Source: an optimization exercise on an open RTL-to-GDS flow (aim: small area, a short achievable clock period and few clock cycles per item). Production flows keep margins and buffers that such runs may drop. RTL that was checked went through simulation tests only; none was proved equivalent to the original. For runs 1 and 2, only the layout was checked, not whether the RTL still works. Power and IR drop assume default switching activity.

## flow/run.sh

```bash
#!/bin/bash
# synth_recipe.tcl (not shown) runs the flow's synth.tcl, then flattens the netlist and writes it again
# the make line also repeats each setting of config.mk as NAME=value (left out here)
make -C /OpenROAD-flow-scripts/flow DESIGN_CONFIG=/design/flow/config.mk WORK_HOME=/design/flow/orfs CLKGATE_MAP_FILE= SYNTH_SCRIPT=/design/flow/synth_recipe.tcl finish
```

## flow/config.mk

```make
export PLATFORM = sky130hd
export DESIGN_NAME = SET
export DESIGN_NICKNAME = SET
export VERILOG_FILES = /design/flow/design.v
export SDC_FILE = /design/flow/constraint.sdc
export NUM_CORES = 4
export LEC_CHECK = 0
export CAP_MARGIN = 20
export CORE_MARGIN = 2
export CORE_UTILIZATION = 40
export SETUP_SLACK_MARGIN = 1
export SLEW_MARGIN = 20
```

## flow/constraint.sdc

```tcl
create_clock -name core_clock -period 8.0 [get_ports {clk}]
set_input_delay 1.6000 -clock core_clock [delete_from_list [all_inputs] [get_ports {clk}]]
set_output_delay 1.6000 -clock core_clock [all_outputs]
set_load 0.01 [all_outputs]
```

## flow/design.v

```verilog
module SET (rst,clk,en,central,radius,mode,busy,valid,candidate);
    input   rst;
    input   clk;
    input   en;
    input   [23:0]central;
    input   [11:0]radius;
    input   [1:0]mode;
    output    busy;
    output    valid;
    output   [7:0]candidate;
    reg  [2:0] ph;
    reg        first;      
    reg        valid_r;
    reg [15:0] hit;        
    reg  [5:0] acc;        
    always @(posedge clk or posedge rst) begin
        if (rst) begin
            ph      <= 3'd0;
            valid_r <= 1'b0;
        end else begin
            if (en)
                ph <= 3'd1;
            else if (ph == 3'd4)
                ph <= 3'd0;
            else if (ph != 3'd0)
                ph <= ph + 3'd1;
            valid_r <= (ph == 3'd3);
        end
    end
    assign busy  = (ph != 3'd0);
    assign valid = valid_r;
    wire [11:0] pa = {central[23:16], radius[11:8]};
    wire [11:0] pb = (mode == 2'd0) ? pa : {central[15:8], radius[7:4]};
    wire [11:0] pc = (mode == 2'd3) ? {central[7:0], radius[3:0]} :
                     (mode == 2'd2) ? {4'd4, 4'd4, 4'd15} : {4'd15, 4'd15, 4'd0};
    function [79:0] prof;
        input [3:0] r;
        begin
            case (r)
                4'd0: prof = 80'h84210842108421084200;
                4'd1: prof = 80'h84210842108421084001;
                4'd2: prof = 80'h84210842108421080022;
                4'd3: prof = 80'h84210842108421000843;
                4'd4: prof = 80'h84210842108420010c64;
                4'd5: prof = 80'h84210842108400321085;
                4'd6: prof = 80'h842108421080064294a6;
                4'd7: prof = 80'h842108421000c85318c7;
                4'd8: prof = 80'h8421084200194c639ce8;
                4'd9: prof = 80'h8421084004298e842109;
                4'd10: prof = 80'h84210800863a1094a52a;
                4'd11: prof = 80'h84210010c74252a5294b;
                4'd12: prof = 80'h84200218e84a94b5ad6c;
                4'd13: prof = 80'h840053212a52d8c6318d;
                4'd14: prof = 80'h800a74254b631ad6b5ae;
                4'd15: prof = 80'h014e952d8c6b5ce739cf;
            endcase
        end
    endfunction
    function [3:0] absdiff;
        input [3:0] p, q;
        begin
            case ({p, q})
                8'd0: absdiff = 4'd0;
                8'd1: absdiff = 4'd1;
                8'd2: absdiff = 4'd2;
                8'd3: absdiff = 4'd3;
                8'd4: absdiff = 4'd4;
                8'd5: absdiff = 4'd5;
                8'd6: absdiff = 4'd6;
                8'd7: absdiff = 4'd7;
                8'd8: absdiff = 4'd8;
                8'd9: absdiff = 4'd9;
                8'd10: absdiff = 4'd10;
                8'd11: absdiff = 4'd11;
                8'd12: absdiff = 4'd12;
                8'd13: absdiff = 4'd13;
                8'd14: absdiff = 4'd14;
                8'd15: absdiff = 4'd15;
                8'd16: absdiff = 4'd1;
                8'd17: absdiff = 4'd0;
                8'd18: absdiff = 4'd1;
                8'd19: absdiff = 4'd2;
                8'd20: absdiff = 4'd3;
                8'd21: absdiff = 4'd4;
                8'd22: absdiff = 4'd5;
                8'd23: absdiff = 4'd6;
                8'd24: absdiff = 4'd7;
                8'd25: absdiff = 4'd8;
                8'd26: absdiff = 4'd9;
                8'd27: absdiff = 4'd10;
                8'd28: absdiff = 4'd11;
                8'd29: absdiff = 4'd12;
                8'd30: absdiff = 4'd13;
                8'd31: absdiff = 4'd14;
                8'd32: absdiff = 4'd2;
                8'd33: absdiff = 4'd1;
                8'd34: absdiff = 4'd0;
                8'd35: absdiff = 4'd1;
                8'd36: absdiff = 4'd2;
                8'd37: absdiff = 4'd3;
                8'd38: absdiff = 4'd4;
                8'd39: absdiff = 4'd5;
                8'd40: absdiff = 4'd6;
                8'd41: absdiff = 4'd7;
                8'd42: absdiff = 4'd8;
                8'd43: absdiff = 4'd9;
                8'd44: absdiff = 4'd10;
                8'd45: absdiff = 4'd11;
                8'd46: absdiff = 4'd12;
                8'd47: absdiff = 4'd13;
                8'd48: absdiff = 4'd3;
                8'd49: absdiff = 4'd2;
                8'd50: absdiff = 4'd1;
                8'd51: absdiff = 4'd0;
                8'd52: absdiff = 4'd1;
                8'd53: absdiff = 4'd2;
                8'd54: absdiff = 4'd3;
                8'd55: absdiff = 4'd4;
                8'd56: absdiff = 4'd5;
                8'd57: absdiff = 4'd6;
                8'd58: absdiff = 4'd7;
                8'd59: absdiff = 4'd8;
                8'd60: absdiff = 4'd9;
                8'd61: absdiff = 4'd10;
                8'd62: absdiff = 4'd11;
                8'd63: absdiff = 4'd12;
                8'd64: absdiff = 4'd4;
                8'd65: absdiff = 4'd3;
                8'd66: absdiff = 4'd2;
                8'd67: absdiff = 4'd1;
                8'd68: absdiff = 4'd0;
                8'd69: absdiff = 4'd1;
                8'd70: absdiff = 4'd2;
                8'd71: absdiff = 4'd3;
                8'd72: absdiff = 4'd4;
                8'd73: absdiff = 4'd5;
                8'd74: absdiff = 4'd6;
                8'd75: absdiff = 4'd7;
                8'd76: absdiff = 4'd8;
                8'd77: absdiff = 4'd9;
                8'd78: absdiff = 4'd10;
                8'd79: absdiff = 4'd11;
                8'd80: absdiff = 4'd5;
                8'd81: absdiff = 4'd4;
                8'd82: absdiff = 4'd3;
                8'd83: absdiff = 4'd2;
                8'd84: absdiff = 4'd1;
                8'd85: absdiff = 4'd0;
                8'd86: absdiff = 4'd1;
                8'd87: absdiff = 4'd2;
                8'd88: absdiff = 4'd3;
                8'd89: absdiff = 4'd4;
                8'd90: absdiff = 4'd5;
                8'd91: absdiff = 4'd6;
                8'd92: absdiff = 4'd7;
                8'd93: absdiff = 4'd8;
                8'd94: absdiff = 4'd9;
                8'd95: absdiff = 4'd10;
                8'd96: absdiff = 4'd6;
                8'd97: absdiff = 4'd5;
                8'd98: absdiff = 4'd4;
                8'd99: absdiff = 4'd3;
                8'd100: absdiff = 4'd2;
                8'd101: absdiff = 4'd1;
                8'd102: absdiff = 4'd0;
                8'd103: absdiff = 4'd1;
                8'd104: absdiff = 4'd2;
                8'd105: absdiff = 4'd3;
                8'd106: absdiff = 4'd4;
                8'd107: absdiff = 4'd5;
                8'd108: absdiff = 4'd6;
                8'd109: absdiff = 4'd7;
                8'd110: absdiff = 4'd8;
                8'd111: absdiff = 4'd9;
                8'd112: absdiff = 4'd7;
                8'd113: absdiff = 4'd6;
                8'd114: absdiff = 4'd5;
                8'd115: absdiff = 4'd4;
                8'd116: absdiff = 4'd3;
                8'd117: absdiff = 4'd2;
                8'd118: absdiff = 4'd1;
                8'd119: absdiff = 4'd0;
                8'd120: absdiff = 4'd1;
                8'd121: absdiff = 4'd2;
                8'd122: absdiff = 4'd3;
                8'd123: absdiff = 4'd4;
                8'd124: absdiff = 4'd5;
                8'd125: absdiff = 4'd6;
                8'd126: absdiff = 4'd7;
                8'd127: absdiff = 4'd8;
                8'd128: absdiff = 4'd8;
                8'd129: absdiff = 4'd7;
                8'd130: absdiff = 4'd6;
                8'd131: absdiff = 4'd5;
                8'd132: absdiff = 4'd4;
                8'd133: absdiff = 4'd3;
                8'd134: absdiff = 4'd2;
                8'd135: absdiff = 4'd1;
                8'd136: absdiff = 4'd0;
                8'd137: absdiff = 4'd1;
                8'd138: absdiff = 4'd2;
                8'd139: absdiff = 4'd3;
                8'd140: absdiff = 4'd4;
                8'd141: absdiff = 4'd5;
                8'd142: absdiff = 4'd6;
                8'd143: absdiff = 4'd7;
                8'd144: absdiff = 4'd9;
                8'd145: absdiff = 4'd8;
                8'd146: absdiff = 4'd7;
                8'd147: absdiff = 4'd6;
                8'd148: absdiff = 4'd5;
                8'd149: absdiff = 4'd4;
                8'd150: absdiff = 4'd3;
                8'd151: absdiff = 4'd2;
                8'd152: absdiff = 4'd1;
                8'd153: absdiff = 4'd0;
                8'd154: absdiff = 4'd1;
                8'd155: absdiff = 4'd2;
                8'd156: absdiff = 4'd3;
                8'd157: absdiff = 4'd4;
                8'd158: absdiff = 4'd5;
                8'd159: absdiff = 4'd6;
                8'd160: absdiff = 4'd10;
                8'd161: absdiff = 4'd9;
                8'd162: absdiff = 4'd8;
                8'd163: absdiff = 4'd7;
                8'd164: absdiff = 4'd6;
                8'd165: absdiff = 4'd5;
                8'd166: absdiff = 4'd4;
                8'd167: absdiff = 4'd3;
                8'd168: absdiff = 4'd2;
                8'd169: absdiff = 4'd1;
                8'd170: absdiff = 4'd0;
                8'd171: absdiff = 4'd1;
                8'd172: absdiff = 4'd2;
                8'd173: absdiff = 4'd3;
                8'd174: absdiff = 4'd4;
                8'd175: absdiff = 4'd5;
                8'd176: absdiff = 4'd11;
                8'd177: absdiff = 4'd10;
                8'd178: absdiff = 4'd9;
                8'd179: absdiff = 4'd8;
                8'd180: absdiff = 4'd7;
                8'd181: absdiff = 4'd6;
                8'd182: absdiff = 4'd5;
                8'd183: absdiff = 4'd4;
                8'd184: absdiff = 4'd3;
                8'd185: absdiff = 4'd2;
                8'd186: absdiff = 4'd1;
                8'd187: absdiff = 4'd0;
                8'd188: absdiff = 4'd1;
                8'd189: absdiff = 4'd2;
                8'd190: absdiff = 4'd3;
                8'd191: absdiff = 4'd4;
                8'd192: absdiff = 4'd12;
                8'd193: absdiff = 4'd11;
                8'd194: absdiff = 4'd10;
                8'd195: absdiff = 4'd9;
                8'd196: absdiff = 4'd8;
                8'd197: absdiff = 4'd7;
                8'd198: absdiff = 4'd6;
                8'd199: absdiff = 4'd5;
                8'd200: absdiff = 4'd4;
                8'd201: absdiff = 4'd3;
                8'd202: absdiff = 4'd2;
                8'd203: absdiff = 4'd1;
                8'd204: absdiff = 4'd0;
                8'd205: absdiff = 4'd1;
                8'd206: absdiff = 4'd2;
                8'd207: absdiff = 4'd3;
                8'd208: absdiff = 4'd13;
                8'd209: absdiff = 4'd12;
                8'd210: absdiff = 4'd11;
                8'd211: absdiff = 4'd10;
                8'd212: absdiff = 4'd9;
                8'd213: absdiff = 4'd8;
                8'd214: absdiff = 4'd7;
                8'd215: absdiff = 4'd6;
                8'd216: absdiff = 4'd5;
                8'd217: absdiff = 4'd4;
                8'd218: absdiff = 4'd3;
                8'd219: absdiff = 4'd2;
                8'd220: absdiff = 4'd1;
                8'd221: absdiff = 4'd0;
                8'd222: absdiff = 4'd1;
                8'd223: absdiff = 4'd2;
                8'd224: absdiff = 4'd14;
                8'd225: absdiff = 4'd13;
                8'd226: absdiff = 4'd12;
                8'd227: absdiff = 4'd11;
                8'd228: absdiff = 4'd10;
                8'd229: absdiff = 4'd9;
                8'd230: absdiff = 4'd8;
                8'd231: absdiff = 4'd7;
                8'd232: absdiff = 4'd6;
                8'd233: absdiff = 4'd5;
                8'd234: absdiff = 4'd4;
                8'd235: absdiff = 4'd3;
                8'd236: absdiff = 4'd2;
                8'd237: absdiff = 4'd1;
                8'd238: absdiff = 4'd0;
                8'd239: absdiff = 4'd1;
                8'd240: absdiff = 4'd15;
                8'd241: absdiff = 4'd14;
                8'd242: absdiff = 4'd13;
                8'd243: absdiff = 4'd12;
                8'd244: absdiff = 4'd11;
                8'd245: absdiff = 4'd10;
                8'd246: absdiff = 4'd9;
                8'd247: absdiff = 4'd8;
                8'd248: absdiff = 4'd7;
                8'd249: absdiff = 4'd6;
                8'd250: absdiff = 4'd5;
                8'd251: absdiff = 4'd4;
                8'd252: absdiff = 4'd3;
                8'd253: absdiff = 4'd2;
                8'd254: absdiff = 4'd1;
                8'd255: absdiff = 4'd0;
            endcase
        end
    endfunction
    function [7:0] rowmask;
        input [11:0] p;
        input [79:0] pr;
        input [3:0] y;
        reg [4:0] w;
        reg [5:0] lo, hi;
        integer x;
        begin
            w  = pr[5 * absdiff(p[7:4], y) +: 5];
            lo = {2'b00, p[11:8]} - {2'b00, w[3:0]};    
            hi = {2'b00, p[11:8]} + {2'b00, w[3:0]};
            for (x = 1; x <= 8; x = x + 1)
                rowmask[x-1] = ~w[4] & (lo[5] | (lo[4:0] <= x)) & (hi >= x);
        end
    endfunction
    wire [79:0] pra = prof(pa[3:0]);
    wire [79:0] prb = prof(pb[3:0]);
    wire [79:0] prc = prof(pc[3:0]);
    wire [3:0]  y1  = {ph[1:0], 1'b1};
    wire [3:0]  y2  = {ph[1:0], 1'b0} + 4'd2;
    wire [7:0]  a1 = rowmask(pa, pra, y1), b1 = rowmask(pb, prb, y1), c1 = rowmask(pc, prc, y1);
    wire [7:0]  a2 = rowmask(pa, pra, y2), b2 = rowmask(pb, prb, y2), c2 = rowmask(pc, prc, y2);
    wire [15:0] two = {(a2 & b2 & ~c2) | (a2 & ~b2 & c2) | (~a2 & b2 & c2),
                       (a1 & b1 & ~c1) | (a1 & ~b1 & c1) | (~a1 & b1 & c1)};
    always @(posedge clk) begin
        hit   <= two;
        first <= (ph == 3'd0);
    end
    reg [4:0] n;
    integer i;
    always @(*) begin
        n = 5'd0;
        for (i = 0; i < 16; i = i + 1)
            n = n + hit[i];
    end
    wire [6:0] sum = {1'b0, n} + {1'b0, (first ? 6'd0 : acc)};
    always @(posedge clk)
        acc <= sum[5:0];
    assign candidate = {1'b0, sum};
endmodule
```

==> impl_metrics.ini, run 1 <==
[outcome]
outcome = complete, no violations

[drt]
vias_per_cell = 6.21
firstDrtPassIters = 7
drc = 0
totalWireLength_um = 37600
ant_nets = 0
via_count = 12500
drt-initial-drc-count = 1484
wl_per_cell_um = 18.8

[floorplanning]
initial_core_util_pct = 40.5
die_area_mm2 = 0.0294
rows = 61
dieHeight_um = 172
die_w_um = 172
pin_count = 51
fp.coreArea_mm2 = 0.0277

[global_routing]
grt_pass1_vias = 11300
antenna_found_initial = 0
overflow = 0
track_usage_pct = 25.3
grt_first_pass_wirelength_um = 60600
grt_max_degree = 58

[yosys]
avgSynthCellArea_um2 = 6.80
synth_top_area_cell = ha_1
synth_cells = 1652
ys_seq_area_share_pct = 4.99
async_reset_ff_share_pct = 14.8
synth_area_leaders = ha_1 (11%), nand2_1 (6.3%), a21oi_1 (6.2%)
synth_edf_count = 0
ys.flop_type = dfxtp_1
syn_area_mm2 = 0.0112
yosysWarnings = 1
syn_nets = 1817
yosysTopAreaCellShare_pct = 11.1
synth_cell_types = 99
ys_seq_elements = 27

[timing]
tightest_slew_ns = 0.925
worst_clock_skew_ns = 0.00831
rsz0062_at_grt = true
relSlewSlack_pct = 38.3
fin_crit_sh_pct = 83.4
whs_ns = 0.508
fin_ws_ns = 1.33
setup_violations = 0
hold_viol = 0
tns_ns = 0
slew_violations = 0
period_needed_ns = 6.67
fmax_mhz = 150

[cts]
cts_buffers = 3
cts_buffer_depth = 2
cts.sinks = 27
cts-htree-levels = 1
cts_root_buffer = clkbuf_16
cts_tree = done
clk_transition_reported_paths_ns = 0.08
clock_latency_ns = 0.28
ctsHoldBuffers = 0

[power_and_ir_drop]
clkPwrFrac_pct = 2.8
seq_power_share_pct = 5.8
power_switching_w = 0.00245
p_int_w = 0.00199
ir_drop_uv = 198
p_leak_nw = 4.93
share_comb_of_total_power_pct = 91.4
p_sw_share_pct = 55.2
p_per_area_mw_per_mm2 = 366

[setup_path]
end_kind = register
r2r-start = ph[1]
cp_data_arrival_time_ns = 6.84
crit_start = central[17]
crit_fanout = 31
start_kind = input port
required_ns = 8.17
worstSetupPathType = input port to register

[flow_run]
max_cap_viol_count = 0

[placement]
pre_cts_ws_ns = 0.751
numPortBuffers = 49
dp_hpwl_um = 28400
dpl_cell_area_mm2 = 0.0120
gp_congestion = 0.943

[hold_path]
hp-start = ph[2]
hold_path.class = register to register

[layout]
area_growth_pct = 7.96
n_fill_cell = 2860
drive_gt1_share_pct = 8.53
final_nets = 1795
final_area_mm2 = 0.0121
diodes = 0
[timing repair]
item                                    4_1_cts  5_1_grt
endpoints found under the setup margin        0       16
resized for setup                             0       12
setup buffers                                 0        7
[state kept, by name (all words and copies together), names as in the netlist]
signal and count:
hit 16, acc 6, ph 3, first 1, valid_r 1
[path summary, 6_finish.rpt]
check	to	slack, ns	cells after the start
max reg2reg	hit[4]	1.90	22
max	hit[9]	1.33	24
max in group asynchronous	valid_r	6.31	2
min	valid_r	0.51	1
min reg2reg	valid_r	0.51	1
min in group asynchronous	ph[1]	1.51	2
[cell usage in the layout, fill, tap and decap left out, drive strengths merged, types with 10 or more instances in the layout]
cell	n
nand2	188
nor2	158
a21oi	141
o21ai	136
ha	100
inv	78
mux2i	58
buf	52
nand3	51
clkdlybuf4s50	45
nor3	41
a31oi	39
xnor2	32
o211ai	30
mux2	30
fa	24
xor2	23
dfxtp	23
nor2b	22
a211oi	21
o22ai	20
o31ai	19
nand2b	18
o21a	15
and2	14
a21o	13
and3	12
a22oi	12
o221ai	11
or2	11
o2111ai	10
mux4	10
nand4	10
[cells by family (layout without fill, tap and decap cells)]
family / count (synthesis) / count (layout) / share of synthesized area, %
XOR/XNOR: 55 / 55 / 4.29
buffers and inverters: 205 / 182 / 7.59
AND/OR/NAND/NOR: 561 / 561 / 23.1
flip-flops: 27 / 27 / 4.99
other: 1 / 1 / 0.0334
AO/OA/AOI/OAI: 575 / 575 / 33.7
multiplexers: 98 / 98 / 10.3
adder cells (fa/ha/maj): 130 / 130 / 16.0
[power by group through the flow]
stage / clock, W / combinational, W / sequential, W
after floorplan: 0 / 0.00292 / 0.000239
after global placement: 0 / 0.00395 / 0.000259
after detailed placement: 0 / 0.00400 / 0.000258
after CTS: 0.000128 / 0.00403 / 0.000256
after global routing: 0.000134 / 0.00455 / 0.000263
final: 0.000125 / 0.00405 / 0.000256
[routing by layer]
| metal | vias up | GRT usage (%) | share of wire, % |
|---|---|---|---|
| li1 | 6009 | - | - |
| met3 | 50 | 2.62 | 7.5 |
| met2 | 538 | 40.6 | 45 |
| met5 | - | 0 | 0 |
| met1 | 5869 | 36.7 | 46 |
| met4 | 0 | 4.57 | 1.5 |
[area by class of cell]
type	instances	area, um2	area share (%)
sequential	27	561	4.62
clock buffer	3	75.1	0.619
multi-input combinational	1420	9850	81.3
inverter	80	304	2.51
clock inverter	1	6.26	0.0516
timing repair buffer	98	850	7.01
tap	378	473	3.90
[Yosys cell counts (22+ instances only)]
| cell type | count |
|---|---|
| xnor2_1 | 32 |
| nor3_1 | 40 |
| o21ai_0 | 121 |
| clkbuf_1 | 87 |
| ha_1 | 100 |
| mux2i_1 | 56 |
| nor2_1 | 157 |
| nor2b_1 | 22 |
| nand3_1 | 51 |
| o211ai_1 | 29 |
| mux2_2 | 28 |
| a31oi_1 | 39 |
| nand2_1 | 187 |
| inv_1 | 77 |
| a21oi_1 | 140 |
| dfxtp_1 | 23 |
| xor2_1 | 23 |
| fa_1 | 24 |
[worst max-delay path, cell delays in order]
cell	delay [ns]
clkdlybuf4s50_1	0.47
buf_4	0.30
or3b_1	0.43
nand3_1	0.21
and3_1	0.26
o31a_1	0.33
nor2_4	0.13
buf_4	0.19
o21ai_0	0.19
mux2i_1	0.21
nand2_1	0.07
o2111ai_1	0.09
a31oi_1	0.18
ha_1	0.28
inv_1	0.07
fa_1	0.23
nand2_1	0.06
mux2_2	0.25
or3_1	0.41
nor2_1	0.27
a22oi_1	0.13
o21ai_1	0.13
xor2_1	0.08
mux2_2	0.26
[stage by stage]
step | instances | utilization [%] | total power [W]
finish | 2007 | 43.7 | 0.00443
floorplan | 1652 | - | 0.00316
global route | 2007 | 43.7 | 0.00494
global placement | 1996 | 43.1 | 0.00421
detailed placement | 1996 | 43.1 | 0.00426
CTS | 2000 | 43.4 | 0.00441
==> inputs of run 2 (changes only) <==
==> flow/flow/run.sh (new file) <==
#!/bin/bash
# The standard layout, with the port buffers made of plain buffers
# (sky130_fd_sc_hd__buf_4) instead of the default cell.
set -euo pipefail
export BUFFER_PORTS_ARGS="-buffer_cell sky130_fd_sc_hd__buf_4"
bash standard.sh > standard.log 2>&1
==> flow/standard.sh (new file) <==
#!/bin/bash
# synth_recipe.tcl (not shown) runs the flow's synth.tcl, then flattens the netlist and writes it again
# the make line also repeats each setting of config.mk as NAME=value (left out here)
make -C /OpenROAD-flow-scripts/flow DESIGN_CONFIG=/design/flow/config.mk WORK_HOME=/design/flow/orfs CLKGATE_MAP_FILE= SYNTH_SCRIPT=/design/flow/synth_recipe.tcl "${@:-finish}"
removed: flow/run.sh
==> run 2 against run 1 <==
- critical endpoint unchanged
- still clean
- sequential cell count is the same
- global-route usage grew 0.23 points
- clock skew shrank 0.0040 ns
- final area shrank 1.0%
- via count is essentially flat
- utilization shrank 0.44 points
- combinational power is essentially flat
- critical path type unchanged
- clock power is essentially flat
- sequential share of layout area is essentially flat
- setup slack gained 0.00065 ns
==> impl_metrics.ini, run 2 <==
[drt]
via_count = 12500
ant_nets = 0
firstDrtPassIters = 6
vias_per_cell = 6.23
drt-initial-drc-count = 1511
totalWireLength_um = 38100
drc = 0
wl_per_cell_um = 19.0

[yosys]
synth_top_area_cell = ha_1
synth_cells = 1652
synthMostInstantiatedCell = nand2_1
syn_area_mm2 = 0.0112
ys_seq_area_share_pct = 4.99
syn_nets = 1817
synth_cell_types = 99
ys_seq_elements = 27
synth_area_leaders = ha_1 (11%), nand2_1 (6.3%), a21oi_1 (6.2%)
synth_edf_count = 0
yosysTopAreaCellShare_pct = 11.1
async_reset_ff_share_pct = 14.8
synthTopCellsByCount = nand2_1 (187), nor2_1 (157), a21oi_1 (140)
avgSynthCellArea_um2 = 6.80
ys.flop_type = dfxtp_1
yosysWarnings = 1

[setup_path]
r2r-start = ph[0]
required_ns = 8.16
cpMaxStageDelayCell = o31a_1
crit_buf_inv = 3
r2r-end = hit[15]
path_depth = 23
cp_data_arrival_time_ns = 6.84
crit_fanout = 28
r2r_slack_ns = 1.86
cp_common_cell = mux2_2
start_kind = input port
max_stage_delay_ns = 0.41
end_kind = register
crit_family = simple AND/OR/NAND/NOR gates
path_cells = buf_4 -> buf_4 -> nor3b_1 -> o21ai_1 -> and3_1 -> o31a_1 -> nor2_4 -> mux2i_1 -> mux2i_1 -> mux2_2 -> o22ai_1 -> a31oi_1 -> ha_1 -> inv_1 -> fa_1 -> nand2_1 -> mux2_2 -> or3_1 -> nor2_1 -> a22oi_1 -> o21ai_1 -> xor2_1 -> mux2_2
crit_start = mode[0]
worstSetupEndpoint = hit[9]
reg2reg_depth = 23
worstSetupPathType = input port to register

[floorplanning]
fp.coreArea_mm2 = 0.0277
dieHeight_um = 172
rows = 61
initial_core_util_pct = 40.5
pin_count = 51
die_w_um = 172
die_area_mm2 = 0.0294

[layout]
largest_reg_flops = 16
drive_gt1_share_pct = 11.1
diodes = 0
final_cell_mix = nand2_1 (187), nor2_1 (155), a21oi_1 (140)
final_common_cell = nand2_1
area_growth_pct = 6.88
largest-register = hit
final_nets = 1790
n_fill_cell = 2904
reg.largest.list = hit (16), acc (6), ph (3)

[power_and_ir_drop]
p_per_area_mw_per_mm2 = 366
p_leak_nw = 4.94
ir_drop_uv = 198

[timing]
slew_violations = 0
setup_violations = 0
fin_crit_sh_pct = 83.4
fin_ws_ns = 1.33
tns_ns = 0
hold_viol = 0
tightest_slew_ns = 0.860
rsz0062_at_grt = true
fmax_mhz = 150
worst_clock_skew_ns = 0.00427
relSlewSlack_pct = 41.5
period_needed_ns = 6.67

[cts]
cts_root_buffer = clkbuf_16
clock_latency_ns = 0.27
cts_buffer_depth = 2
cts_buffers = 3
cts_tree = done
cts-htree-levels = 1
clk_transition_reported_paths_ns = 0.08
cts.sinks = 27
ctsHoldBuffers = 0

[flow_run]
max_cap_viol_count = 0

[global_routing]
grt_max_degree = 59
grt_first_pass_wirelength_um = 61200
track_usage_pct = 25.5
antenna_found_initial = 0
grt_pass1_vias = 11300
overflow = 0

[placement]
gp_congestion = 0.995
pre_cts_ws_ns = 0.937
dp_hpwl_um = 29000
numPortBuffers = 49

[hold_path]
hold_path.class = register to register

[outcome]
outcome = complete, no violations
run 2: cell counts after synthesis:
No cell type changed its count.
run 2: cells by family (layout without fill, tap and decap cells):
group / after synthesis / in the layout / synth area share (%)
AO/OA/AOI/OAI: 575 / 575 / 33.7
XOR/XNOR: 55 / 55 / 4.29
adder cells (fa/ha/maj): 130 / 130 / 16.0
buffers and inverters: 205 / 177 / 7.59
flip-flops: 27 / 27 / 4.99
multiplexers: 98 / 98 / 10.3
other: 1 / 1 / 0.0334
AND/OR/NAND/NOR: 561 / 561 / 23.1
run 2: how the worst min path moves through the flow:
stage / cells after the start / to / startpoint
2_1_floorplan: 1 / valid_r / ph[2]
3_3_place_gp: 1 / valid_r / ph[2]
3_5_place_dp: 1 / valid_r / ph[2]
4_1_cts: 1 / valid_r / ph[2]
5_1_grt: 1 / valid_r / ph[2]
6_report: 1 / valid_r / ph[2]
run 2: routing by layer:
layer | vias to the layer above | track usage (%) | part of all wire (%)
met4 | 0 | 4.83 | 2.0
met2 | 603 | 40.2 | 44
met5 | - | 0 | 0
met3 | 62 | 4.16 | 8.5
li1 | 5996 | - | -
met1 | 5811 | 36.6 | 45
run 2: per-stage QoR:
step / power [W] / hold WS (ns) / area [um2] / utilization [%] / instances
after CTS: 0.00435 / 0.508 / 11900 / 43.0 / 1999
after detailed placement: 0.00421 / 0.497 / 11800 / 42.7 / 1995
final: 0.00439 / 0.522 / 12000 / 43.3 / 2002
after global placement: 0.00416 / 0.493 / 11800 / 42.7 / 1995
after global routing: 0.00488 / 0.539 / 12000 / 43.3 / 2002
after floorplan: 0.00316 / 0.454 / 11200 / - / 1652
run 2: layout make-up:
cell class	count	area, um2	area share, %
Clock inverter	1	6.26	0.0521
Tap cell	378	473	3.94
Multi-Input combinational cell	1420	9880	82.4
Clock buffer	3	75.1	0.626
Inverter	80	300	2.50
Sequential cell	27	561	4.67
Timing Repair Buffer	93	702	5.85
run 2: what timing repair did:
action                                  4_1_cts  5_1_grt
setup buffers                                 0        3
endpoints found under the setup margin        0       14
resized for setup                             0       14
run 2: report_power, final:
group | internal [W] | total, W | switching, W
combinational | 0.00164 | 0.00402 | 0.00238
clock | 0.0000685 | 0.000123 | 0.0000545
sequential | 0.000212 | 0.000247 | 0.0000355
run 2: worst register-to-register path, delay by kind of cell (launching register included):
kind,cells,cell delay [ns]
AO/OA/AOI/OAI,9,2.09
XOR/XNOR,1,0.13
adder cells (fa/ha/maj),3,1.10
buffers and inverters,1,0.26
flip-flops,1,0.36
multiplexers,2,1.17
AND/OR/NAND/NOR,7,0.94
==> inputs of run 3 (changes only) <==
--- a/flow/design.v
+++ b/flow/design.v
@@ -30,9 +30,11 @@
     assign busy  = (ph != 3'd0);
     assign valid = valid_r;
     wire [11:0] pa = {central[23:16], radius[11:8]};
-    wire [11:0] pb = (mode == 2'd0) ? pa : {central[15:8], radius[7:4]};
-    wire [11:0] pc = (mode == 2'd3) ? {central[7:0], radius[3:0]} :
-                     (mode == 2'd2) ? {4'd4, 4'd4, 4'd15} : {4'd15, 4'd15, 4'd0};
+    wire [11:0] pb = {central[15:8], radius[7:4]};
+    wire [11:0] pc = {central[7:0], radius[3:0]};
+    wire        m0 = (mode == 2'd0);
+    wire        m2 = (mode == 2'd2);
+    wire        m3 = (mode == 2'd3);
     function [79:0] prof;
         input [3:0] r;
         begin
@@ -339,8 +341,10 @@
     wire [79:0] prc = prof(pc[3:0]);
     wire [3:0]  y1  = {ph[1:0], 1'b1};
     wire [3:0]  y2  = {ph[1:0], 1'b0} + 4'd2;
-    wire [7:0]  a1 = rowmask(pa, pra, y1), b1 = rowmask(pb, prb, y1), c1 = rowmask(pc, prc, y1);
-    wire [7:0]  a2 = rowmask(pa, pra, y2), b2 = rowmask(pb, prb, y2), c2 = rowmask(pc, prc, y2);
+    wire [7:0]  a1 = rowmask(pa, pra, y1), bb1 = rowmask(pb, prb, y1), cc1 = rowmask(pc, prc, y1);
+    wire [7:0]  a2 = rowmask(pa, pra, y2), bb2 = rowmask(pb, prb, y2), cc2 = rowmask(pc, prc, y2);
+    wire [7:0]  b1 = m0 ? a1 : bb1, b2 = m0 ? a2 : bb2;
+    wire [7:0]  c1 = m3 ? cc1 : {8{m2}}, c2 = m3 ? cc2 : {8{m2}};
     wire [15:0] two = {(a2 & b2 & ~c2) | (a2 & ~b2 & c2) | (~a2 & b2 & c2),
                        (a1 & b1 & ~c1) | (a1 & ~b1 & c1) | (~a1 & b1 & c1)};
     always @(posedge clk) begin
==> flow/flow/run.sh (replaced) <==
#!/bin/bash
# The standard layout, with the port buffers made of plain buffers
# (sky130_fd_sc_hd__buf_2) instead of the default cell.
set -euo pipefail
export BUFFER_PORTS_ARGS="-buffer_cell sky130_fd_sc_hd__buf_2"
bash standard.sh > standard.log 2>&1
==> run 3 against run 2 <==
- fmax up 1.2%
- setup slack better by 0.080 ns
- cell count up 0.95%
- synthesized cell count up 2.5%
- sequential power about the same
- critical endpoint is now hit[8]
- critical path type is now register to register
- still clean on timing, DRC and antenna
- global-route usage down 2.0 points
- non-clock buffer count down 24
- final area up 1.2%
==> impl_metrics.ini, run 3 <==
[hold_path]
hold_depth = 1
hold_path.class = register to register

[layout]
final_cell_mix = nand2_1 (174), nor2_1 (166), a21oi_1 (150)
stdcell_count = 2021
final_util_pct = 42.1
area_growth_pct = 2.78
n_fill_cell = 3042
largest-register = hit
final_common_cell = nand2_1
drive_gt1_share_pct = 10.8
largest_reg_flops = 16
reg.largest.list = hit (16), acc (6), ph (3)
final_nets = 1802

[timing]
fmax_mhz = 152
relSlewSlack_pct = 30.3
setup_violations = 0
tns_ns = 0
rsz0062_at_grt = false
fin_crit_sh_pct = 82.4
period_needed_ns = 6.59
whs_ns = 0.494
slew_violations = 0
tightest_slew_ns = 1.05
worst_clock_skew_ns = 0.0115
hold_viol = 0

[drt]
totalWireLength_um = 37900
drt-initial-drc-count = 1222
via_count = 12800
ant_nets = 0
drc = 0
wl_per_cell_um = 18.8
firstDrtPassIters = 6
vias_per_cell = 6.36

[placement]
dp_hpwl_um = 28200
place_inst = 2014
numPortBuffers = 49
gp_congestion = 0.967

[floorplanning]
die_w_um = 176
pin_count = 51
die_area_mm2 = 0.0309
initial_core_util_pct = 40.9
fp.coreArea_mm2 = 0.0289
dieHeight_um = 176
rows = 62

[yosys]
synth_simple_gate_area_share_pct = 23.6
ys_seq_elements = 27
async_reset_ff_share_pct = 14.8
synth-xor-area-share_pct = 3.03
syn_area_mm2 = 0.0118
ys.flop_type = dfxtp_1
ys_seq_area_share_pct = 4.75
yosysTopAreaCellShare_pct = 10.8
synthTopCellsByCount = nand2_1 (174), nor2_1 (166), a21oi_1 (150)
yosysWarnings = 1
syn_nets = 1860
avgSynthCellArea_um2 = 6.98
synth_top_family_by_area = compound AO/OA/AOI/OAI gates
synth_top_area_cell = ha_1
yosys-mux-area-fraction_pct = 8.31
synth_edf_count = 0
synth_fa_ha_area_share_pct = 15.8
synthMostInstantiatedCell = nand2_1
synth_cell_types = 108
synth_area_leaders = ha_1 (11%), a21oi_1 (6.4%), nand2_1 (5.5%)
synth_compound_area_share_pct = 36.3
synth_cells = 1693

[cts]
clk_transition_reported_paths_ns = 0.09
cts_buffers = 3
cts_root_buffer = clkbuf_16
cts_buffer_depth = 2
post_cts_buffers = 0
cts-htree-levels = 1
cts_tree = done
cts_resized = 0
ctsHoldBuffers = 0
clock_latency_ns = 0.29
cts.sinks = 27

[global_routing]
grtUsageMet1_pct = 33.2
grt_pass1_vias = 11500
antenna_found_initial = 4
use_met2_pct = 37.3
grt_max_degree = 51
track_usage_pct = 23.5
grt.busiest_layer = met2
gr-usage-met3_pct = 3.10
overflow = 0
grt_first_pass_wirelength_um = 60700

[setup_path]
end_kind = register
cp_data_arrival_time_ns = 6.77
crit_fanout = 26
required_ns = 8.18
start_kind = register
r2r_slack_ns = 1.41
worstSetupPathType = register to register
reg2reg_depth = 21

[outcome]
outcome = complete, no violations

[power_and_ir_drop]
p_per_area_mw_per_mm2 = 373
p_leak_nw = 4.84
ir_drop_uv = 337

[flow_run]
max_cap_viol_count = 0
-- run 3: changes by cell type in the layout (fill, tap and decap cells not counted), moves of 9 or more --
cell	before	now
mux2i_1	55	37
mux2_2	28	17
a31oi_1	39	30
xnor2_1	32	21
nor2_1	155	166
nand2_1	187	174
buf_2	0	49
o31ai_1	19	10
buf_4	92	19
a21oi_1	140	150
o21ai_1	17	1
-- run 3: where the power goes --
part / leakage, nW / internal (W) / switching [W]
Sequential: 0.243 / 0.000218 / 0.0000288
Clock: 0.0415 / 0.0000691 / 0.0000669
Combinational: 4.56 / 0.00164 / 0.00251
Total: 4.84 / 0.00193 / 0.00260
-- run 3: path summary, 6_finish.rpt --
kind / from / end
max in group asynchronous: rst / ph[0]
worst max register to register: ph[1] / hit[8]
worst max-delay path: ph[1] / hit[8]
min in group asynchronous: rst / valid_r
worst min register to register: ph[2] / valid_r
worst min-delay path: ph[2] / valid_r
-- run 3: cell type report --
type,instances,area (um2),area share (%)
clock buffers,3,75.1,0.618
well taps,384,480,3.96
diodes,3,7.51,0.0618
inverters,85,319,2.63
clock inverters,1,6.26,0.0515
repair buffers,69,399,3.29
multi-input cells,1449,10300,84.8
flip-flops and latches,27,561,4.62
-- run 3: worst max-delay path, stage by stage, from the launching register on --
cell and delay [ns]:
dfrtp_1 0.37, buf_4 0.20, inv_1 0.30, ha_1 0.93, and3_1 0.26, o21ai_0 0.10, a311o_1 0.42, o21ai_0 0.11
buf_4 0.22, mux4_2 0.53, a221o_1 0.36, o211a_1 0.18, ha_1 0.30, a21o_1 0.18, a21o_1 0.17, a211oi_1 0.64
nand3_1 0.23, o21ai_0 0.30, a211oi_1 0.10, or3_1 0.36, a21oi_1 0.12, nor3_1 0.07
-- run 3: metrics by stage --
stage	instance area, um2	setup slack [ns]	power, W
floorplan	11800	1.92	0.00339
global placement	12000	1.28	0.00428
detailed placement	12000	1.20	0.00435
CTS	12100	1.46	0.00451
global route	12100	1.02	0.00501
finish	12100	1.41	0.00453
-- run 3: metal layers --
metal / share of wire (%) / routed length [um] / vias up
li1: - / - / 6174
met2: 45 / 17100 / 553
met4: 2.5 / 933 / 2
met5: 0.034 / 13 / -
met1: 44 / 16800 / 6043
met3: 8.1 / 3090 / 75
-- run 3: cells by family (layout without fill, tap and decap cells) --
group / after synthesis / count (layout)
other: 1 / 4
and+or+nand+nor: 584 / 584
buffers and inverters: 217 / 158
AOI/OAI and AO/OA: 614 / 614
adders and majority gates: 137 / 137
muxes: 73 / 73
xor gates and xnor gates: 40 / 40
DFF: 27 / 27
Testbench counts of run 3, summed over its fixed seeds: cycles 1,280, items 256.
==> inputs of run 4 (changes only) <==
--- a/flow/config.mk
+++ b/flow/config.mk
@@ -8,5 +8,5 @@
 export CAP_MARGIN = 20
 export CORE_MARGIN = 2
 export CORE_UTILIZATION = 40
-export SETUP_SLACK_MARGIN = 1
+export SETUP_SLACK_MARGIN = 2.5
 export SLEW_MARGIN = 20
==> run 4 against run 3 <==
- count of clock-buffer cells in the layout is the same
- combinational power grew 34%
- fmax grew 15%
- total power grew 31%
- utilization grew 12 points
==> impl_metrics.ini, run 4 <==
[outcome]
outcome = complete, no violations

[layout]
largest-register = hit
n_fill_cell = 2687
reg.largest.list = hit (16), acc (6), ph (3)
largest_reg_flops = 16
area_growth_pct = 31.8
final_common_cell = nand2_1
final_nets = 1970
drive_gt1_share_pct = 31.6
final_cell_mix = nand2_1 (169), buf_4 (154), nor2_1 (141)

[cts]
cts.sinks = 27
cts_buffer_depth = 2
cts-htree-levels = 1
cts_buffers = 3
clk_transition_reported_paths_ns = 0.09
cts_root_buffer = clkbuf_16
clock_latency_ns = 0.29
cts_tree = done

[yosys]
synthTopCellsByCount = nand2_1 (174), nor2_1 (166), a21oi_1 (150)
synthMostInstantiatedCell = nand2_1
yosysTopAreaCellShare_pct = 10.8
syn_nets = 1860
avgSynthCellArea_um2 = 6.98
yosysWarnings = 1
syn_area_mm2 = 0.0118
synth_edf_count = 0
ys.flop_type = dfxtp_1
synth_top_area_cell = ha_1
synth_cells = 1693
synth_area_leaders = ha_1 (11%), a21oi_1 (6.4%), nand2_1 (5.5%)
ys_seq_area_share_pct = 4.75
ys_seq_elements = 27
async_reset_ff_share_pct = 14.8
synth_cell_types = 108

[timing]
rsz0062_at_grt = true
tightest_slew_ns = 1.16
fin_ws_ns = 2.26
relSlewSlack_pct = 22.4
fin_crit_sh_pct = 71.8
tns_ns = 0
period_needed_ns = 5.74
slew_violations = 0
fmax_mhz = 174
whs_ns = 0.486
worst_clock_skew_ns = 0.0144
setup_violations = 0
hold_viol = 0

[global_routing]
overflow = 0
grt_first_pass_wirelength_um = 65400
track_usage_pct = 25.3
grt_max_degree = 54
grt_pass1_vias = 12400
antenna_found_initial = 1

[power_and_ir_drop]
power_w = 0.00593
p_per_area_mw_per_mm2 = 381
ir_drop_uv = 302
p_leak_nw = 6.07

[floorplanning]
die_area_mm2 = 0.0309
rows = 62
fp.coreArea_mm2 = 0.0289
die_w_um = 176
dieHeight_um = 176
pin_count = 51
initial_core_util_pct = 40.9

[setup_path]
max_stage_delay_ns = 0.54
cp_common_cell = fa_1
path_cells = fa_1 -> fa_1 -> inv_2 -> fa_1 -> fa_1 -> inv_1 -> fa_2 -> fa_2 -> a21oi_2 -> nor2_1 -> nor2_1 -> nor2b_1 -> o21a_1 -> buf_2
end_kind = output pin
worstSetupPathType = register to output pin
cpMaxStageDelayCell = fa_1
cp_data_arrival_time_ns = 4.14
start_kind = register
crit_fanout = 2
required_ns = 6.40

[drt]
totalWireLength_um = 43500
vias_per_cell = 6.45
drc = 0
firstDrtPassIters = 7
via_count = 14100
wl_per_cell_um = 19.9
ant_nets = 0
drt-initial-drc-count = 1333

[flow_run]
max_cap_viol_count = 0

[placement]
dp_hpwl_um = 28200
pre_cts_ws_ns = 1.15
numPortBuffers = 49
gp_congestion = 0.949

[hold_path]
hold_path.class = register to register
-- run 4: metrics by stage --
step	area [um2]	util, %	std cells
CTS	13700	47.3	2086
finish	15600	54.0	2187
floorplan	11900	-	1693
detailed placement	12100	41.9	2009
global placement	12100	41.9	2009
global route	15600	54.0	2187
-- run 4: layout make-up --
cell class	instances	area, um2	share of cell area (%)
multi-input combinational	1450	11800	75.7
timing repair buffer	234	2250	14.5
sequential	27	562	3.61
tap	384	480	3.09
inverter	85	390	2.51
clock buffer	3	75.1	0.482
timing repair inverter	2	13.8	0.0884
clock inverter	1	6.26	0.0402
antenna	1	2.50	0.0161
-- run 4: worst max-delay path: cells and delay by family (launching register included) --
kind | cells | cell delay, ns
AOI/OAI and AO/OA | 2 | 0.30
and+or+nand+nor | 3 | 0.27
buffers and inverters | 3 | 0.23
DFF | 1 | 0.33
adders and majority gates | 6 | 2.73
-- run 4: worst paths after layout --
check / startpoint / endpoint / slack (ns) / depth (start not counted)
worst max-delay path: hit[11] / candidate[6] / 2.26 / 14
min in group asynchronous: rst / valid_r / 1.17 / 2
worst max register to register: ph[0] / hit[8] / 2.47 / 22
max in group asynchronous: rst / ph[2] / 6.68 / 2
worst min register to register: ph[2] / valid_r / 0.49 / 1
worst min-delay path: ph[2] / valid_r / 0.49 / 1
-- run 4: timing repair --
item | CTS | global route
pin swaps | 55 | 105
hold buffers | 0 | 0
gates resized for setup | 175 | 231
endpoints found under the setup margin | 20 | 21
gates cloned | 8 | 8
buffers inserted | 65 | 92
-- run 4: kinds of logic (layout without fill, tap and decap cells) --
| family | count (synthesis) | after routing | share of synthesized area (%) |
|---|---|---|---|
| flip-flops | 27 | 27 | 4.75 |
| other | 1 | 2 | 0.0317 |
| buffers and inverters | 217 | 325 | 8.18 |
| XOR/XNOR | 40 | 40 | 3.03 |
| adder cells (fa/ha/maj) | 137 | 137 | 15.8 |
| AO/OA/AOI/OAI | 614 | 615 | 36.3 |
| AND/OR/NAND/NOR | 584 | 584 | 23.6 |
| multiplexers | 73 | 73 | 8.31 |
-- run 4: report_power, final --
group,internal [W],leakage (nW),switching [W],total (W)
registers,0.000218,0.243,0.0000295,0.000248
clock network,0.0000690,0.0414,0.0000641,0.000133
logic,0.00249,5.79,0.00305,0.00555
total,0.00278,6.07,0.00315,0.00593
-- run 4: per-layer routing --
metal	vias up	wire length [um]	GRT usage [%]
met5	-	0	0
met4	0	1380	6.85
met3	128	3740	3.01
met2	804	20500	42.1
met1	6647	17800	34.6
li1	6524	-	-
==> inputs of run 5 (changes only) <==
--- a/flow/config.mk
+++ b/flow/config.mk
@@ -8,5 +8,5 @@
 export CAP_MARGIN = 20
 export CORE_MARGIN = 2
 export CORE_UTILIZATION = 40
-export SETUP_SLACK_MARGIN = 2.5
+export SETUP_SLACK_MARGIN = 1.5
 export SLEW_MARGIN = 20
==> run 5 against run 4 <==
- still clean
- die area unchanged
- non-clock buffer count decreased by 157
- utilization is 11 points lower
- via count decreased by 8.5%
- sequential share of layout area increased by 0.95 points
- clock power rose by 3%
- hold slack better by 0.0057 ns
- routed wire length decreased by 12%
- fmax shrank 8.0%
- global-route usage down 1.8 points
- largest power group unchanged
==> impl_metrics.ini, run 5 <==
[power_and_ir_drop]
p_per_area_mw_per_mm2 = 373
share_comb_of_total_power_pct = 91.6
power_switching_w = 0.00262
clkPwrFrac_pct = 3.0
ir_drop_uv = 337
seq_power_share_pct = 5.4
p_int_w = 0.00197
p_sw_share_pct = 57.1
p_leak_nw = 4.89

[cts]
cts_tree = done
cts_buffer_depth = 2
clk_transition_reported_paths_ns = 0.09
clock_latency_ns = 0.29
cts_root_buffer = clkbuf_16
cts_buffers = 3
cts.sinks = 27
cts-htree-levels = 1

[setup_path]
required_ns = 8.19
r2r-start = ph[1]
worstSetupPathType = input port to register
r2r-end = hit[8]
r2r_slack_ns = 2.05
end_kind = register
start_kind = input port
reg2reg_depth = 21
cp_data_arrival_time_ns = 6.43
crit_fanout = 43

[floorplanning]
pin_count = 51
dieHeight_um = 176
die_area_mm2 = 0.0309
initial_core_util_pct = 40.9
rows = 62
fp.coreArea_mm2 = 0.0289
die_w_um = 176

[timing]
tightest_slew_ns = 1.10
period_needed_ns = 6.24
fmax_mhz = 160
worst_clock_skew_ns = 0.0113
setup_violations = 0
rsz0062_at_grt = true
whs_ns = 0.491
hold_viol = 0
fin_crit_sh_pct = 78.0
slew_violations = 0
tns_ns = 0
relSlewSlack_pct = 26.6

[drt]
ant_nets = 0
vias_per_cell = 6.36
wl_per_cell_um = 18.8
totalWireLength_um = 38100
firstDrtPassIters = 6
via_count = 12900
drc = 0
drt-initial-drc-count = 1284

[layout]
final_nets = 1810
area_growth_pct = 4.13
final_common_cell = nand2_1
stdcell_count = 2029
drive_gt1_share_pct = 12.0
final_cell_mix = nand2_1 (173), nor2_1 (165), a21oi_1 (150)
largest_reg_flops = 16
largest-register = hit
reg.largest.list = hit (16), acc (6), ph (3)

[placement]
gp_congestion = 0.967
dp_hpwl_um = 28200
place_inst = 2014
numPortBuffers = 49

[hold_path]
hp-start = ph[2]
whs_endpoint = valid_r
hold_depth = 1
hold_path.class = register to register

[yosys]
avgSynthCellArea_um2 = 6.98
ys.flop_type = dfxtp_1
syn_area_mm2 = 0.0118
ys_seq_elements = 27
synth_area_leaders = ha_1 (11%), a21oi_1 (6.4%), nand2_1 (5.5%)
synthTopCellsByCount = nand2_1 (174), nor2_1 (166), a21oi_1 (150)
synth_top_area_cell = ha_1
ys_seq_area_share_pct = 4.75
yosysTopAreaCellShare_pct = 10.8
syn_nets = 1860
yosysWarnings = 1
synthMostInstantiatedCell = nand2_1
synth_cells = 1693
async_reset_ff_share_pct = 14.8
synth_cell_types = 108
synth_edf_count = 0

[outcome]
outcome = complete, no violations

[global_routing]
grt_pass1_vias = 11500
overflow = 0
track_usage_pct = 23.5
grt_max_degree = 51
antenna_found_initial = 4
grt_first_pass_wirelength_um = 60700

[flow_run]
max_cap_viol_count = 0
## run 5: worst max path at each step
stage	end	slack, ns	startpoint	cells past startpoint
5_1_grt	hit[1]	1.46	central[0]	18
2_1_floorplan	hit[8]	1.92	central[0]	18
3_3_place_gp	hit[1]	1.28	central[8]	17
3_5_place_dp	hit[11]	1.20	central[0]	21
6_report	hit[11]	1.76	central[0]	22
4_1_cts	hit[8]	1.51	ph[1]	21
## run 5: layout make-up
class,instances,area (um2)
Fill cell,3021,16600
Multi-Input combinational cell,1449,10400
Sequential cell,27,561
Tap cell,384,480
Timing Repair Buffer,77,470
Inverter,85,323
Clock buffer,3,75.1
Antenna cell,3,7.51
Clock inverter,1,6.26
## run 5: logic make-up after synthesis
| kind of cell | after synthesis | synth area share (%) |
|---|---|---|
| multiplexers | 73 | 8.31 |
| XOR/XNOR | 40 | 3.03 |
| AND/OR/NAND/NOR | 584 | 23.6 |
| adder cells (fa/ha/maj) | 137 | 15.8 |
| AO/OA/AOI/OAI | 614 | 36.3 |
| buffers and inverters | 217 | 8.18 |
| flip-flops | 27 | 4.75 |
| other | 1 | 0.0317 |
## run 5: through the flow
step	cell area, um2	util [%]	total power (W)	worst slack [ns]
6_report	12300	42.6	0.00459	1.76
2_1_floorplan	11800	-	0.00339	1.92
5_1_grt	12300	42.6	0.00508	1.46
3_5_place_dp	12000	41.7	0.00435	1.20
3_3_place_gp	12000	41.7	0.00428	1.28
4_1_cts	12100	42.0	0.00451	1.51
## run 5: layer usage
layer  global-route usage (%)  wire, um  up-vias
met2                     37.3     17100      550
met5                        0        13        -
li1                         -         -     6193
met3                     3.10      2730       75
met1                     33.2     17300     6091
met4                     6.89       935        2
## run 5: critical path, cell delays in order
cell,delay (ns)
buf_2,0.29
buf_6,0.34
nand2_1,0.08
nor3_1,0.16
o32a_1,0.32
o21a_1,0.30
buf_4,0.27
nor2_1,0.06
o32a_1,0.35
o22ai_1,0.15
nand3_1,0.09
o21ai_0,0.18
ha_1,0.24
inv_1,0.06
fa_1,0.40
xor2_1,0.23
a22oi_2,0.28
nand3_1,0.15
a311oi_1,0.28
nor2_1,0.09
a32o_1,0.25
a211oi_1,0.26
## run 5: power groups by stage
stage          combinational, W  sequential (W)  clock, W
2_1_floorplan           0.00315        0.000247         0
3_5_place_dp            0.00410        0.000251         0
4_1_cts                 0.00413        0.000248  0.000137
5_1_grt                 0.00468        0.000253  0.000143
6_report                0.00421        0.000247  0.000137
3_3_place_gp            0.00403        0.000250         0
## run 5: repair_timing
item,CTS,global route
setup endpoints to repair,2,16
hold buffers,0,0
gates cloned,0,0
resized for setup,1,24
buffers inserted,0,8
pin swaps,0,2
==> inputs of run 6 (changes only) <==
==> flow/flow/run.sh (replaced) <==
#!/bin/bash
# The standard layout, with the port buffers made of plain buffers
# (sky130_fd_sc_hd__buf_4) instead of the default cell.
set -euo pipefail
export BUFFER_PORTS_ARGS="-buffer_cell sky130_fd_sc_hd__buf_4"
bash standard.sh > standard.log 2>&1
==> run 6 against run 5 <==
- utilization up 0.32 points
- via count down 1.3%
- register-to-register slack about the same
- total power up 2.7%
- fmax up 0.28%
- cell count down 0.54%
- final area up 0.75%
- global-route usage up 0.21 points
- area after synthesis unchanged
- routed wire length down 0.96%
- clock power down 7%
- sequential share of layout area about the same
- critical path type unchanged
- critical endpoint is now hit[8]
- largest power group unchanged
==> impl_metrics.ini, run 6 <==
[outcome]
outcome = complete, no violations

[placement]
numPortBuffers = 49
dp_hpwl_um = 28100
gp_congestion = 0.902

[hold_path]
hp-start = ph[2]
hold_path.class = register to register
whs_endpoint = valid_r
hold_depth = 1

[global_routing]
antenna_found_initial = 1
grt_first_pass_wirelength_um = 61200
grt_pass1_vias = 11700
overflow = 0
track_usage_pct = 23.7
grt_max_degree = 77

[timing]
tns_ns = 0
relSlewSlack_pct = 36.1
slew_violations = 0
rsz0062_at_grt = false
fin_crit_sh_pct = 77.8
whs_ns = 0.485
setup_violations = 0
period_needed_ns = 6.23
worst_clock_skew_ns = 0.0111
tightest_slew_ns = 0.956
hold_viol = 0
fmax_mhz = 161

[floorplanning]
die_area_mm2 = 0.0309
rows = 62
initial_core_util_pct = 40.9
fp.coreArea_mm2 = 0.0289
die_w_um = 176
pin_count = 51
dieHeight_um = 176

[setup_path]
r2r-end = hit[4]
max_stage_delay_ns = 0.52
cp_data_arrival_time_ns = 6.39
start_kind = input port
crit_fanout = 62
path_cells = buf_8 -> clkinv_1 -> o311a_1 -> a311o_1 -> o21ai_0 -> buf_4 -> mux4_2 -> a221o_1 -> o211a_1 -> ha_1 -> a21o_1 -> a21o_1 -> a211oi_4 -> nand3_1 -> o21ai_0 -> a211oi_1 -> or3_1 -> a21oi_1 -> nor3_1
crit_start = central[0]
crit_family = compound AO/OA/AOI/OAI gates
crit_buf_inv = 3
reg2reg_depth = 21
r2r-start = ph[0]
required_ns = 8.17
cpMaxStageDelayCell = mux4_2
end_kind = register
r2r_slack_ns = 2.06
worstSetupPathType = input port to register

[flow_run]
max_cap_viol_count = 0

[layout]
area_growth_pct = 4.91
largest-register = hit
seqCellArea_um2 = 561
n_fill_cell = 3003
final_cell_mix = nand2_1 (173), nor2_1 (164), a21oi_1 (150)
final_nets = 1802
largest_reg_flops = 16
drive_gt1_share_pct = 11.6
multiInputGateArea_mm2 = 0.0104
diodes = 0
reg.largest.list = hit (16), acc (6), ph (3)
final_common_cell = nand2_1

[yosys]
synthTopCellsByCount = nand2_1 (174), nor2_1 (166), a21oi_1 (150)
avgSynthCellArea_um2 = 6.98
ys.flop_type = dfxtp_1
synthMostInstantiatedCell = nand2_1
synth_top_area_cell = ha_1
yosysWarnings = 1
ys_seq_elements = 27
syn_area_mm2 = 0.0118
synth_cell_types = 108
syn_nets = 1860
ys_seq_area_share_pct = 4.75
synth_edf_count = 0
yosysTopAreaCellShare_pct = 10.8
synth_area_leaders = ha_1 (11%), a21oi_1 (6.4%), nand2_1 (5.5%)
async_reset_ff_share_pct = 14.8
synth_cells = 1693

[cts]
clock_latency_ns = 0.28
cts-htree-levels = 1
cts_tree = done
cts_root_buffer = clkbuf_16
cts_buffer_depth = 2
clk_transition_reported_paths_ns = 0.08
cts_buffers = 3
cts.sinks = 27

[drt]
vias_per_cell = 6.32
via_count = 12700
top_layer = met4
drt-met1-wl_um = 16500
drc = 0
wl_met2_um = 17200
totalWireLength_um = 37700
drt-initial-drc-count = 962
ant_nets = 0
firstDrtPassIters = 6
wl_per_cell_um = 18.7
dr_wl_met3_um = 3080

[power_and_ir_drop]
p_per_area_mw_per_mm2 = 381
ir_drop_uv = 333
p_leak_nw = 4.90
## run 6: power breakdown
part / internal (W) / switching, W
logic: 0.00180 / 0.00255
clock network: 0.0000687 / 0.0000582
registers: 0.000218 / 0.0000291
## run 6: layer usage
metal	global-route usage, %	up-vias
li1	-	6178
met1	31.8	6014
met2	39.1	494
met3	4.33	59
met4	6.20	0
met5	0	-
## run 6: area by class of cell
cell class	count	share of cell area, %
clock inverters	1	0.0505
clock buffers	3	0.606
multi-input cells	1449	84.0
repair buffers	69	4.33
well taps	384	3.88
flip-flops and latches	27	4.52
inverters	85	2.57
## run 6: how the worst max path moves through the flow
| stage | depth (start not counted) | slack [ns] | to |
|---|---|---|---|
| 2_1_floorplan | 18 | 1.92 | hit[8] |
| 5_1_grt | 18 | 1.54 | hit[1] |
| 3_5_place_dp | 16 | 1.01 | hit[9] |
| 6_report | 19 | 1.77 | hit[8] |
| 4_1_cts | 17 | 1.52 | hit[9] |
| 3_3_place_gp | 16 | 1.06 | hit[9] |
## run 6: logic make-up (layout without fill, tap and decap cells)
family | count (synthesis) | after routing | share of synthesized area (%)
buf+inv | 217 | 158 | 8.18
flops | 27 | 27 | 4.75
compound gates | 614 | 614 | 36.3
fa+ha+maj | 137 | 137 | 15.8
mux | 73 | 73 | 8.31
xor+xnor | 40 | 40 | 3.03
other cells | 1 | 1 | 0.0317
simple gates | 584 | 584 | 23.6
## run 6: repair_timing
action,4_1_cts,5_1_grt
resized for setup,4,27
pin swaps,0,1
hold buffers,0,0
buffers inserted,0,6
setup endpoints to repair,6,16
## run 6: metrics by stage
step | worst slack (ns) | instance area, um2 | utilization (%) | instances | total power (W)
2_1_floorplan | 1.92 | 11800 | - | 1693 | 0.00339
3_3_place_gp | 1.06 | 12100 | 42.0 | 2008 | 0.00440
3_5_place_dp | 1.01 | 12100 | 42.0 | 2008 | 0.00448
4_1_cts | 1.52 | 12200 | 42.3 | 2012 | 0.00463
5_1_grt | 1.54 | 12400 | 42.9 | 2018 | 0.00524
6_report | 1.77 | 12400 | 42.9 | 2018 | 0.00472

==> static timing again, ports no longer ideal <==
Ports are ideal in the flow. The routed layouts listed here were re-timed in OpenROAD. Step 1, drivers: a clkbuf_16 drives clk and a buf_2 each remaining input, both assumed. Step 2 adds t to the input delays and takes it off the output delays; t is the mean of the earliest and latest rising clock arrival at the registers after step 1. Input paths then give back, and output paths get back, about the clock's delay inside the block. Slacks: no drivers / after step 1 / after step 2; pairs: no drivers / after step 1.
run	t, ns	setup WS [ns]	latest minus earliest clock arrival (ns)
run 1	0.307	1.327 / 1.338 / 1.031	0.008 / 0.008
run 2	0.308	1.328 / 1.346 / 1.038	0.005 / 0.004
run 3	0.317	1.408 / 1.403 / 1.086	0.012 / 0.012
run 4	0.312	2.258 / 2.172 / 1.860	0.014 / 0.015
run 5	0.318	1.757 / 1.717 / 1.399	0.012 / 0.012
run 6	0.308	1.775 / 1.709 / 1.400	0.011 / 0.011
After both steps every run listed still meets setup and hold. The setup slack of run 4, which loses most, moves by -0.086 ns with the drivers and by -0.398 ns with both steps.
